This is an optimization exercise on Yosys and OpenROAD, whose aim is small area, a short achievable clock period and few clock cycles per item, not a production implementation. Function was checked by simulation only, so behaviour that the tests miss may differ from the original. Power and IR drop assume default switching activity.

===== flow/config.mk =====
export PLATFORM = sky130hd
export DESIGN_NAME = seq_multiplier
export DESIGN_NICKNAME = seq_multiplier
export VERILOG_FILES = /design/flow/design.v
export SDC_FILE = /design/flow/constraint.sdc
export NUM_CORES = 4
export LEC_CHECK = 0
export CAP_MARGIN = 20
export CORE_MARGIN = 2
export CORE_UTILIZATION = 40
export SLEW_MARGIN = 20

===== flow/constraint.sdc =====
create_clock -name core_clock -period 4.5 [get_ports {clk}]
set_input_delay 0.9000 -clock core_clock [delete_from_list [all_inputs] [get_ports {clk}]]
set_output_delay 0.9000 -clock core_clock [all_outputs]
set_load 0.01 [all_outputs]

===== flow/design.v =====
module seq_multiplier #(
    parameter N = 32
)(
    input  wire clk,
    input  wire rst,
    input  wire start,
    input  wire [N-1:0] multiplicand,
    input  wire [N-1:0] multiplier,
    output wire [2*N-1:0] product,
    output wire busy,
    output wire done
);
  reg busy_r, done_r, cpa_r, first_r;
  reg [3:0] cnt;
  reg [31:0] mc;            
  reg [31:0] plo;           
  reg [34:0] s, c;          
  reg [3:0] px, py;         
  reg cf;                   
  reg na, oa, ta, nb, ob, tb;   
  assign busy = busy_r;
  assign done = done_r;
  assign product = {s[31:0], plo};
  always @(posedge clk) begin
    if (rst) begin
      busy_r <= 1'b0;
      done_r <= 1'b0;
      cpa_r  <= 1'b0;
    end else begin
      if (!busy_r) busy_r <= start;
      else if (cpa_r) busy_r <= 1'b0;
      done_r <= busy_r & cpa_r;
      cpa_r  <= busy_r & (cnt == 4'd8);
    end
    cnt <= busy_r ? cnt + 4'd1 : 4'd1;
    first_r <= ~busy_r;
  end
  wire m7 = (cnt == 4'd7);                   
  wire [2:0] tra = busy_r ? plo[6:4] : {multiplier[2:1], 1'b0};
  wire [2:0] trb = busy_r ? {plo[8] & ~m7, plo[7:6]} : multiplier[4:2];
  always @(posedge clk) begin
    na <= tra[2];
    oa <= tra[1] ^ tra[0];
    ta <= (tra[2] & ~tra[1] & ~tra[0]) | (~tra[2] & tra[1] & tra[0]);
    nb <= trb[2];
    ob <= trb[1] ^ trb[0];
    tb <= (trb[2] & ~trb[1] & ~trb[0]) | (~trb[2] & trb[1] & trb[0]);
  end
  wire [33:0] mcx = {1'b0, mc, 1'b0};
  wire [32:0] ppa, ppb;
  genvar k;
  generate
    for (k = 0; k < 33; k = k + 1) begin : g_pp
      assign ppa[k] = ((oa & mcx[k+1]) | (ta & mcx[k])) ^ na;
      assign ppb[k] = ((ob & mcx[k+1]) | (tb & mcx[k])) ^ nb;
    end
  endgenerate
  wire ta34 = first_r ? na : ~na;
  wire ta35 = first_r ? na : 1'b1;
  wire ta36 = first_r & ~na;
  wire [34:0] se = s & {35{~first_r | plo[0]}};
  wire fs1 = c[1] ^ na ^ se[1];
  wire fc2 = (c[1] & na) | (c[1] & se[1]) | (na & se[1]);
  wire fs3 = c[2] ^ se[2] ^ ppa[1];
  wire fc4 = (c[2] & se[2]) | (c[2] & ppa[1]) | (se[2] & ppa[1]);
  wire fs5 = c[3] ^ nb ^ se[3];
  wire fc6 = (c[3] & nb) | (c[3] & se[3]) | (nb & se[3]);
  wire fs7 = ppb[0] ^ ppa[2] ^ fs5;
  wire fc8 = (ppb[0] & ppa[2]) | (ppb[0] & fs5) | (ppa[2] & fs5);
  wire fs9 = c[4] ^ se[4] ^ ppb[1];
  wire fc10 = (c[4] & se[4]) | (c[4] & ppb[1]) | (se[4] & ppb[1]);
  wire fs11 = ppa[3] ^ fc6 ^ fc8;
  wire fc12 = (ppa[3] & fc6) | (ppa[3] & fc8) | (fc6 & fc8);
  wire fs13 = c[5] ^ se[5] ^ ppb[2];
  wire fc14 = (c[5] & se[5]) | (c[5] & ppb[2]) | (se[5] & ppb[2]);
  wire fs15 = ppa[4] ^ fc10 ^ fs13;
  wire fc16 = (ppa[4] & fc10) | (ppa[4] & fs13) | (fc10 & fs13);
  wire fs17 = c[6] ^ se[6] ^ ppb[3];
  wire fc18 = (c[6] & se[6]) | (c[6] & ppb[3]) | (se[6] & ppb[3]);
  wire fs19 = ppa[5] ^ fc14 ^ fs17;
  wire fc20 = (ppa[5] & fc14) | (ppa[5] & fs17) | (fc14 & fs17);
  wire fs21 = c[7] ^ se[7] ^ ppb[4];
  wire fc22 = (c[7] & se[7]) | (c[7] & ppb[4]) | (se[7] & ppb[4]);
  wire fs23 = ppa[6] ^ fc18 ^ fs21;
  wire fc24 = (ppa[6] & fc18) | (ppa[6] & fs21) | (fc18 & fs21);
  wire fs25 = c[8] ^ se[8] ^ ppb[5];
  wire fc26 = (c[8] & se[8]) | (c[8] & ppb[5]) | (se[8] & ppb[5]);
  wire fs27 = ppa[7] ^ fc22 ^ fs25;
  wire fc28 = (ppa[7] & fc22) | (ppa[7] & fs25) | (fc22 & fs25);
  wire fs29 = c[9] ^ se[9] ^ ppb[6];
  wire fc30 = (c[9] & se[9]) | (c[9] & ppb[6]) | (se[9] & ppb[6]);
  wire fs31 = ppa[8] ^ fc26 ^ fs29;
  wire fc32 = (ppa[8] & fc26) | (ppa[8] & fs29) | (fc26 & fs29);
  wire fs33 = c[10] ^ se[10] ^ ppb[7];
  wire fc34 = (c[10] & se[10]) | (c[10] & ppb[7]) | (se[10] & ppb[7]);
  wire fs35 = ppa[9] ^ fc30 ^ fs33;
  wire fc36 = (ppa[9] & fc30) | (ppa[9] & fs33) | (fc30 & fs33);
  wire fs37 = c[11] ^ se[11] ^ ppb[8];
  wire fc38 = (c[11] & se[11]) | (c[11] & ppb[8]) | (se[11] & ppb[8]);
  wire fs39 = ppa[10] ^ fc34 ^ fs37;
  wire fc40 = (ppa[10] & fc34) | (ppa[10] & fs37) | (fc34 & fs37);
  wire fs41 = c[12] ^ se[12] ^ ppb[9];
  wire fc42 = (c[12] & se[12]) | (c[12] & ppb[9]) | (se[12] & ppb[9]);
  wire fs43 = ppa[11] ^ fc38 ^ fs41;
  wire fc44 = (ppa[11] & fc38) | (ppa[11] & fs41) | (fc38 & fs41);
  wire fs45 = c[13] ^ se[13] ^ ppb[10];
  wire fc46 = (c[13] & se[13]) | (c[13] & ppb[10]) | (se[13] & ppb[10]);
  wire fs47 = ppa[12] ^ fc42 ^ fs45;
  wire fc48 = (ppa[12] & fc42) | (ppa[12] & fs45) | (fc42 & fs45);
  wire fs49 = c[14] ^ se[14] ^ ppb[11];
  wire fc50 = (c[14] & se[14]) | (c[14] & ppb[11]) | (se[14] & ppb[11]);
  wire fs51 = ppa[13] ^ fc46 ^ fs49;
  wire fc52 = (ppa[13] & fc46) | (ppa[13] & fs49) | (fc46 & fs49);
  wire fs53 = c[15] ^ se[15] ^ ppb[12];
  wire fc54 = (c[15] & se[15]) | (c[15] & ppb[12]) | (se[15] & ppb[12]);
  wire fs55 = ppa[14] ^ fc50 ^ fs53;
  wire fc56 = (ppa[14] & fc50) | (ppa[14] & fs53) | (fc50 & fs53);
  wire fs57 = c[16] ^ se[16] ^ ppb[13];
  wire fc58 = (c[16] & se[16]) | (c[16] & ppb[13]) | (se[16] & ppb[13]);
  wire fs59 = ppa[15] ^ fc54 ^ fs57;
  wire fc60 = (ppa[15] & fc54) | (ppa[15] & fs57) | (fc54 & fs57);
  wire fs61 = c[17] ^ se[17] ^ ppb[14];
  wire fc62 = (c[17] & se[17]) | (c[17] & ppb[14]) | (se[17] & ppb[14]);
  wire fs63 = ppa[16] ^ fc58 ^ fs61;
  wire fc64 = (ppa[16] & fc58) | (ppa[16] & fs61) | (fc58 & fs61);
  wire fs65 = c[18] ^ se[18] ^ ppb[15];
  wire fc66 = (c[18] & se[18]) | (c[18] & ppb[15]) | (se[18] & ppb[15]);
  wire fs67 = ppa[17] ^ fc62 ^ fs65;
  wire fc68 = (ppa[17] & fc62) | (ppa[17] & fs65) | (fc62 & fs65);
  wire fs69 = c[19] ^ se[19] ^ ppb[16];
  wire fc70 = (c[19] & se[19]) | (c[19] & ppb[16]) | (se[19] & ppb[16]);
  wire fs71 = ppa[18] ^ fc66 ^ fs69;
  wire fc72 = (ppa[18] & fc66) | (ppa[18] & fs69) | (fc66 & fs69);
  wire fs73 = c[20] ^ se[20] ^ ppb[17];
  wire fc74 = (c[20] & se[20]) | (c[20] & ppb[17]) | (se[20] & ppb[17]);
  wire fs75 = ppa[19] ^ fc70 ^ fs73;
  wire fc76 = (ppa[19] & fc70) | (ppa[19] & fs73) | (fc70 & fs73);
  wire fs77 = c[21] ^ se[21] ^ ppb[18];
  wire fc78 = (c[21] & se[21]) | (c[21] & ppb[18]) | (se[21] & ppb[18]);
  wire fs79 = ppa[20] ^ fc74 ^ fs77;
  wire fc80 = (ppa[20] & fc74) | (ppa[20] & fs77) | (fc74 & fs77);
  wire fs81 = c[22] ^ se[22] ^ ppb[19];
  wire fc82 = (c[22] & se[22]) | (c[22] & ppb[19]) | (se[22] & ppb[19]);
  wire fs83 = ppa[21] ^ fc78 ^ fs81;
  wire fc84 = (ppa[21] & fc78) | (ppa[21] & fs81) | (fc78 & fs81);
  wire fs85 = c[23] ^ se[23] ^ ppb[20];
  wire fc86 = (c[23] & se[23]) | (c[23] & ppb[20]) | (se[23] & ppb[20]);
  wire fs87 = ppa[22] ^ fc82 ^ fs85;
  wire fc88 = (ppa[22] & fc82) | (ppa[22] & fs85) | (fc82 & fs85);
  wire fs89 = c[24] ^ se[24] ^ ppb[21];
  wire fc90 = (c[24] & se[24]) | (c[24] & ppb[21]) | (se[24] & ppb[21]);
  wire fs91 = ppa[23] ^ fc86 ^ fs89;
  wire fc92 = (ppa[23] & fc86) | (ppa[23] & fs89) | (fc86 & fs89);
  wire fs93 = c[25] ^ se[25] ^ ppb[22];
  wire fc94 = (c[25] & se[25]) | (c[25] & ppb[22]) | (se[25] & ppb[22]);
  wire fs95 = ppa[24] ^ fc90 ^ fs93;
  wire fc96 = (ppa[24] & fc90) | (ppa[24] & fs93) | (fc90 & fs93);
  wire fs97 = c[26] ^ se[26] ^ ppb[23];
  wire fc98 = (c[26] & se[26]) | (c[26] & ppb[23]) | (se[26] & ppb[23]);
  wire fs99 = ppa[25] ^ fc94 ^ fs97;
  wire fc100 = (ppa[25] & fc94) | (ppa[25] & fs97) | (fc94 & fs97);
  wire fs101 = c[27] ^ se[27] ^ ppb[24];
  wire fc102 = (c[27] & se[27]) | (c[27] & ppb[24]) | (se[27] & ppb[24]);
  wire fs103 = ppa[26] ^ fc98 ^ fs101;
  wire fc104 = (ppa[26] & fc98) | (ppa[26] & fs101) | (fc98 & fs101);
  wire fs105 = c[28] ^ se[28] ^ ppb[25];
  wire fc106 = (c[28] & se[28]) | (c[28] & ppb[25]) | (se[28] & ppb[25]);
  wire fs107 = ppa[27] ^ fc102 ^ fs105;
  wire fc108 = (ppa[27] & fc102) | (ppa[27] & fs105) | (fc102 & fs105);
  wire fs109 = c[29] ^ se[29] ^ ppb[26];
  wire fc110 = (c[29] & se[29]) | (c[29] & ppb[26]) | (se[29] & ppb[26]);
  wire fs111 = ppa[28] ^ fc106 ^ fs109;
  wire fc112 = (ppa[28] & fc106) | (ppa[28] & fs109) | (fc106 & fs109);
  wire fs113 = c[30] ^ se[30] ^ ppb[27];
  wire fc114 = (c[30] & se[30]) | (c[30] & ppb[27]) | (se[30] & ppb[27]);
  wire fs115 = ppa[29] ^ fc110 ^ fs113;
  wire fc116 = (ppa[29] & fc110) | (ppa[29] & fs113) | (fc110 & fs113);
  wire fs117 = c[31] ^ se[31] ^ ppb[28];
  wire fc118 = (c[31] & se[31]) | (c[31] & ppb[28]) | (se[31] & ppb[28]);
  wire fs119 = ppa[30] ^ fc114 ^ fs117;
  wire fc120 = (ppa[30] & fc114) | (ppa[30] & fs117) | (fc114 & fs117);
  wire fs121 = c[32] ^ se[32] ^ ppb[29];
  wire fc122 = (c[32] & se[32]) | (c[32] & ppb[29]) | (se[32] & ppb[29]);
  wire fs123 = ppa[31] ^ fc118 ^ fs121;
  wire fc124 = (ppa[31] & fc118) | (ppa[31] & fs121) | (fc118 & fs121);
  wire fs125 = c[33] ^ se[33] ^ ppb[30];
  wire fc126 = (c[33] & se[33]) | (c[33] & ppb[30]) | (se[33] & ppb[30]);
  wire fs127 = ppa[32] ^ fc122 ^ fs125;
  wire fc128 = (ppa[32] & fc122) | (ppa[32] & fs125) | (fc122 & fs125);
  wire fs129 = c[34] ^ ta34 ^ se[34];
  wire fc130 = (c[34] & ta34) | (c[34] & se[34]) | (ta34 & se[34]);
  wire fs131 = ppb[31] ^ fs129 ^ fc126;
  wire fc132 = (ppb[31] & fs129) | (ppb[31] & fc126) | (fs129 & fc126);
  wire fs133 = ta35 ^ ppb[32] ^ fc130;
  wire fc134 = (ta35 & ppb[32]) | (ta35 & fc130) | (ppb[32] & fc130);
  wire fs135 = ta36 ^ ~nb ^ fc134;
  wire fc136 = (ta36 & ~nb) | (ta36 & fc134) | (~nb & fc134);
  wire [38:0] x = {1'b0, 1'b1, fs135, fs133, fc128, fc124, fc120, fc116, fc112, fc108, fc104, fc100, fc96, fc92, fc88, fc84, fc80, fc76, fc72, fc68, fc64, fc60, fc56, fc52, fc48, fc44, fc40, fc36, fc32, fc28, fc24, fc20, fc16, fc12, fs9, fc4, fc2, ppa[0], c[0]};
  wire [38:0] y = {1'b0, fc136, 1'b0, fc132, fs131, fs127, fs123, fs119, fs115, fs111, fs107, fs103, fs99, fs95, fs91, fs87, fs83, fs79, fs75, fs71, fs67, fs63, fs59, fs55, fs51, fs47, fs43, fs39, fs35, fs31, fs27, fs23, fs19, fs15, fs11, fs7, fs3, fs1, se[0]};
  wire [4:0] chunk = {1'b0, px} + {1'b0, py} + {4'd0, cf};
  wire [31:0] hi = s[31:0] + c[31:0] + {31'd0, chunk[4]};
  always @(posedge clk) begin
    mc <= multiplicand;
    if (!busy_r) begin
      plo <= multiplier;
      s   <= {3'b000, multiplicand};
      c   <= 35'd0;
      px  <= 4'd0;
      py  <= 4'd0;
      cf  <= 1'b0;
    end else begin
      plo <= {chunk[3:0], plo[31:4]};
      s   <= cpa_r ? {x[38:36], hi} : x[38:4];
      c   <= y[38:4];
      px  <= x[3:0];
      py  <= y[3:0];
      cf  <= chunk[4];
    end
  end
endmodule

===== flow/run.sh =====
#!/bin/bash
# synth_recipe.tcl (not shown) runs the flow's synth.tcl, then flattens the netlist and writes it again
# the make line also repeats each setting of config.mk as NAME=value (left out here)
make -C /OpenROAD-flow-scripts/flow DESIGN_CONFIG=/design/flow/config.mk WORK_HOME=/design/flow/orfs CLKGATE_MAP_FILE= SYNTH_SCRIPT=/design/flow/synth_recipe.tcl finish

==> out/summary.txt <==
outcome: no timing/DRC/antenna violations
type of the worst setup path: reg -> reg
simple logic cell fraction of the synthesized area: 9.79%
sink count of the clock tree: 153
core occupancy in the finished layout: 49.1%
CORE AREA: 23500 um2
total of flip-flops plus latches after synthesis: 153
antenna diode count: 0
overall power after layout: 6.82 mW
Avg Cell Area, Syn: 9.51 um2
Synth Net Count: 1183
count of cells resized by post-cts repair: 0
growth of design area from synthesis to finish: 20.5%
nets@finish: 1261
global router's overall resource usage: 20.1%
number of max-cap violations: 0
Worst EP arrival: 4.21 ns
Detailed Place HPWL: 18.5 mm
non-filler instance count after layout: 1419
number of antenna-violating nets in the routed design: 0
Horiz. Die Dim: 159 um
share of the synthesized netlist area taken by xor and xnor gates: 9.22%
Max FO, Critical Path: 3
power density over the cells: 590 nW/um2
placed cells: 1387
highest clock rate: 256 MHz
number of buffers added on ports: 132
sequential-to-total area share from yosys stat: 31.9%
# Post-CTS Setup Buffers: 0
count of cells along the worst register-to-register path: 18
Routed WL per cell: 17.6 um
pin count of the biggest net entering global routing: 90
final critical-path setup slack: 0.592 ns
Iter 0 DRT Violations: 438
post-synthesis compound-gate area fraction: 15.3%
clock root cell: sky130_fd_sc_hd__clkbuf_16
most frequently used flop master after synthesis: sky130_fd_sc_hd__dfxtp_1
accumulated negative setup slack: 0 ns
dpl cell area: 10900 um2
period utilisation layout: 86.8%
cell types occupying the most area after synthesis: sky130_fd_sc_hd__dfxtp_1 32%, sky130_fd_sc_hd__fa_1 14%, sky130_fd_sc_hd__xnor2_1 7.8%, sky130_fd_sc_hd__a22oi_1 5.0%, sky130_fd_sc_hd__ha_1 5.0%
full die area: 25200 um2
final setup violating endpoints: 0
cell type with the largest total area after synthesis: sky130_fd_sc_hd__dfxtp_1
initial antenna violation count: 0
cell area after synthesis: 9600 um2
minimum period implied by the final worst setup slack: 3.91 ns
combinational family with the most area after synthesis: adder cells
yosys synthesis warning count: 1
Slew Limit Fails: 0
GPL Wtd Cong: 0.836
dpl ws: 0.634 ns
total overflow reported by the global router: 0
post-layout instance area: 11600 um2
total clock buffers created by CTS: 17
clock latency at the later pin of the worst-skew pair: 0.44 ns
# IOs: 133
peak supply drop: 0.246 mV
LEAKAGE: 4.88 nW
standard-cell rows: 56
number of enable flip-flop cells after synthesis: 0
TritonCTS clock tree: done
share of synthesized area spent on multiplexers: 5.58%
adder-cell area share of the yosys netlist: 19.3%
Residual DRC: 0
cell count after synthesis: 1009
relative slew slack: 28.3%
Die Y: 159 um
Worst setup SP type: flip-flop
classification of the worst-slack hold path: reg -> reg
minimum hold slack: 0.439 ns
post-detailed-route via-to-cell ratio: 5.05
count of final hold-check violations: 0
worst clock skew on the final layout: 0.0134 ns
commonest cells after routing, fill and taps aside: 151 x sky130_fd_sc_hd__dfxtp_1, 132 x sky130_fd_sc_hd__clkdlybuf4s50_1, 107 x sky130_fd_sc_hd__inv_1, 86 x sky130_fd_sc_hd__xnor2_1, 69 x sky130_fd_sc_hd__fa_1
Max clock buf depth: 2
count of cells along the worst hold path: 1
DRT Pass-1 Iters: 7
number of distinct library cell variants in the gate-level netlist after synthesis: 62
DR vias: 7164
Initial Util: 40.8%
proportion of layout cells with a drive suffix above 1: 7.82%
leading cell type in the layout, fill and taps excluded: sky130_fd_sc_hd__dfxtp_1
via count of the first global-routing pass: 7360
unrepaired setup endpoints after global routing: false
transition time at the pin with the least slew margin: 1.07 ns
number of H-tree levels: 4
Clk pin slew, worst setup/hold paths: 0.08 ns
Worst EP required: 4.80 ns
sum of routed wire length over all layers: 25.0 mm
first-pass GRT wire length: 40.3 mm
post-synth top area share: 31.9%
hold buffers post-CTS: 0
proportion of register bits with asynchronous set or reset after synthesis: 0%
capturing element type of the critical path: flip-flop
cell families (layout without fill, tap and decap cells):
| family | count (synthesis) | count (layout) |
|---|---|---|
| AO/OA/AOI/OAI | 211 | 211 |
| AND/OR/NAND/NOR | 197 | 197 |
| buffers and inverters | 190 | 281 |
| flip-flops | 153 | 153 |
| adder cells (fa/ha/maj) | 107 | 107 |
| XOR/XNOR | 101 | 101 |
| multiplexers | 50 | 50 |
synthesized netlist by cell type (6+ instances only):
cell type	count
sky130_fd_sc_hd__a21o_1	19
sky130_fd_sc_hd__a21oi_1	60
sky130_fd_sc_hd__a22oi_1	64
sky130_fd_sc_hd__and2_1	44
sky130_fd_sc_hd__buf_1	8
sky130_fd_sc_hd__buf_4	34
sky130_fd_sc_hd__clkbuf_1	36
sky130_fd_sc_hd__dfxtp_1	153
sky130_fd_sc_hd__fa_1	69
sky130_fd_sc_hd__ha_1	38
sky130_fd_sc_hd__inv_1	107
sky130_fd_sc_hd__mux2_2	28
sky130_fd_sc_hd__mux2i_1	22
sky130_fd_sc_hd__nand2_1	65
sky130_fd_sc_hd__nand3_1	8
sky130_fd_sc_hd__nand4_1	7
sky130_fd_sc_hd__nor2_1	51
sky130_fd_sc_hd__nor2b_1	6
sky130_fd_sc_hd__o21ai_0	18
sky130_fd_sc_hd__xnor2_1	86
sky130_fd_sc_hd__xor2_1	15
flip-flops by register name (all words and copies together) (netlist names):
| name | flops |
|---|---|
| plo | 32 |
| cpa_r | 1 |
| mc | 32 |
| cnt | 4 |
| px | 4 |
| oa | 1 |
| c | 33 |
| s | 2 |
| busy_r | 1 |
| done_r | 1 |
| nb | 1 |
| product | 32 |
| py | 4 |
| ta | 1 |
| first_r | 1 |
| ob | 1 |
| cf | 1 |
| tb | 1 |
worst paths after layout:
path,start,endpoint,slack (ns)
max,py[0],product[60],0.59
min,cnt[0],cnt[0],0.44
max reg2reg,py[0],product[60],0.59
min reg2reg,cnt[0],cnt[0],0.44
layer usage:
| layer | GRT usage [%] | up-vias | part of all wire (%) | wire [um] |
|---|---|---|---|---|
| li1 | - | 3475 | - | - |
| met1 | 26.9 | 3476 | 46 | 11500 |
| met5 | 0 | - | 0 | 0 |
| met2 | 33.5 | 191 | 48 | 12000 |
| met3 | 4.47 | 22 | 5.1 | 1290 |
| met4 | 3.97 | 0 | 0.84 | 209 |
layout make-up:
cell class / instances / area, um2
Fill cell: 2300 / 12000
Tap cell: 319 / 399
Clock buffer: 17 / 425
Inverter: 107 / 402
Clock inverter: 15 / 198
Timing Repair Buffer: 142 / 1400
Sequential cell: 153 / 3070
Multi-Input combinational cell: 666 / 5680
worst max-delay path, stage by stage (launching register included):
cell	delay (ns)
sky130_fd_sc_hd__dfxtp_1	0.30
sky130_fd_sc_hd__inv_1	0.07
sky130_fd_sc_hd__fa_1	0.17
sky130_fd_sc_hd__inv_1	0.06
sky130_fd_sc_hd__fa_1	0.40
sky130_fd_sc_hd__a21o_1	0.17
sky130_fd_sc_hd__a21o_1	0.19
sky130_fd_sc_hd__fa_1	0.41
sky130_fd_sc_hd__inv_1	0.09
sky130_fd_sc_hd__fa_1	0.21
sky130_fd_sc_hd__nor2b_1	0.07
sky130_fd_sc_hd__o2111a_1	0.28
sky130_fd_sc_hd__o21ai_1	0.20
sky130_fd_sc_hd__a21oi_1	0.10
sky130_fd_sc_hd__a21oi_1	0.31
sky130_fd_sc_hd__o21ai_1	0.18
sky130_fd_sc_hd__a221oi_2	0.31
sky130_fd_sc_hd__xor2_1	0.16
sky130_fd_sc_hd__o21ai_0	0.08
where the power goes:
group | internal, mW | switching (mW) | leakage, nW
registers | 1.62 | 0.280 | 1.28
clock network | 0.768 | 0.739 | 0.300
logic | 1.55 | 1.86 | 3.30
Testbench counts, summed over its fixed seeds: cycles 17,600, items 1,600.

-- re-timing with driven ports --
The flow's constraints put no driver on any port. The routed layout listed below was extracted and timed again, unchanged, in two steps. Step 1: set_driving_cell puts a clkbuf_16 on clk and a buf_2 on each other input, an assumption about the parent block. Step 2 adds t to the input delays and takes it off the output delays; t is the mean of the earliest and latest rising clock arrival at the registers after step 1. Input paths then give back, and output paths get back, about the clock's delay inside the block. Three values: no drivers, after step 1, after step 2; two values: the first two.
t (ns): 0.477
setup slack, ns: 0.592 / 0.592 / 0.592
latest minus earliest clock arrival (ns): 0.016 / 0.015
slew at the worst register clock pin (ns): 0.08 / 0.08
After both steps setup and hold are still met in this run. For this run, drivers alone change the setup slack by 0.000 ns; drivers and shift together by 0.000 ns.
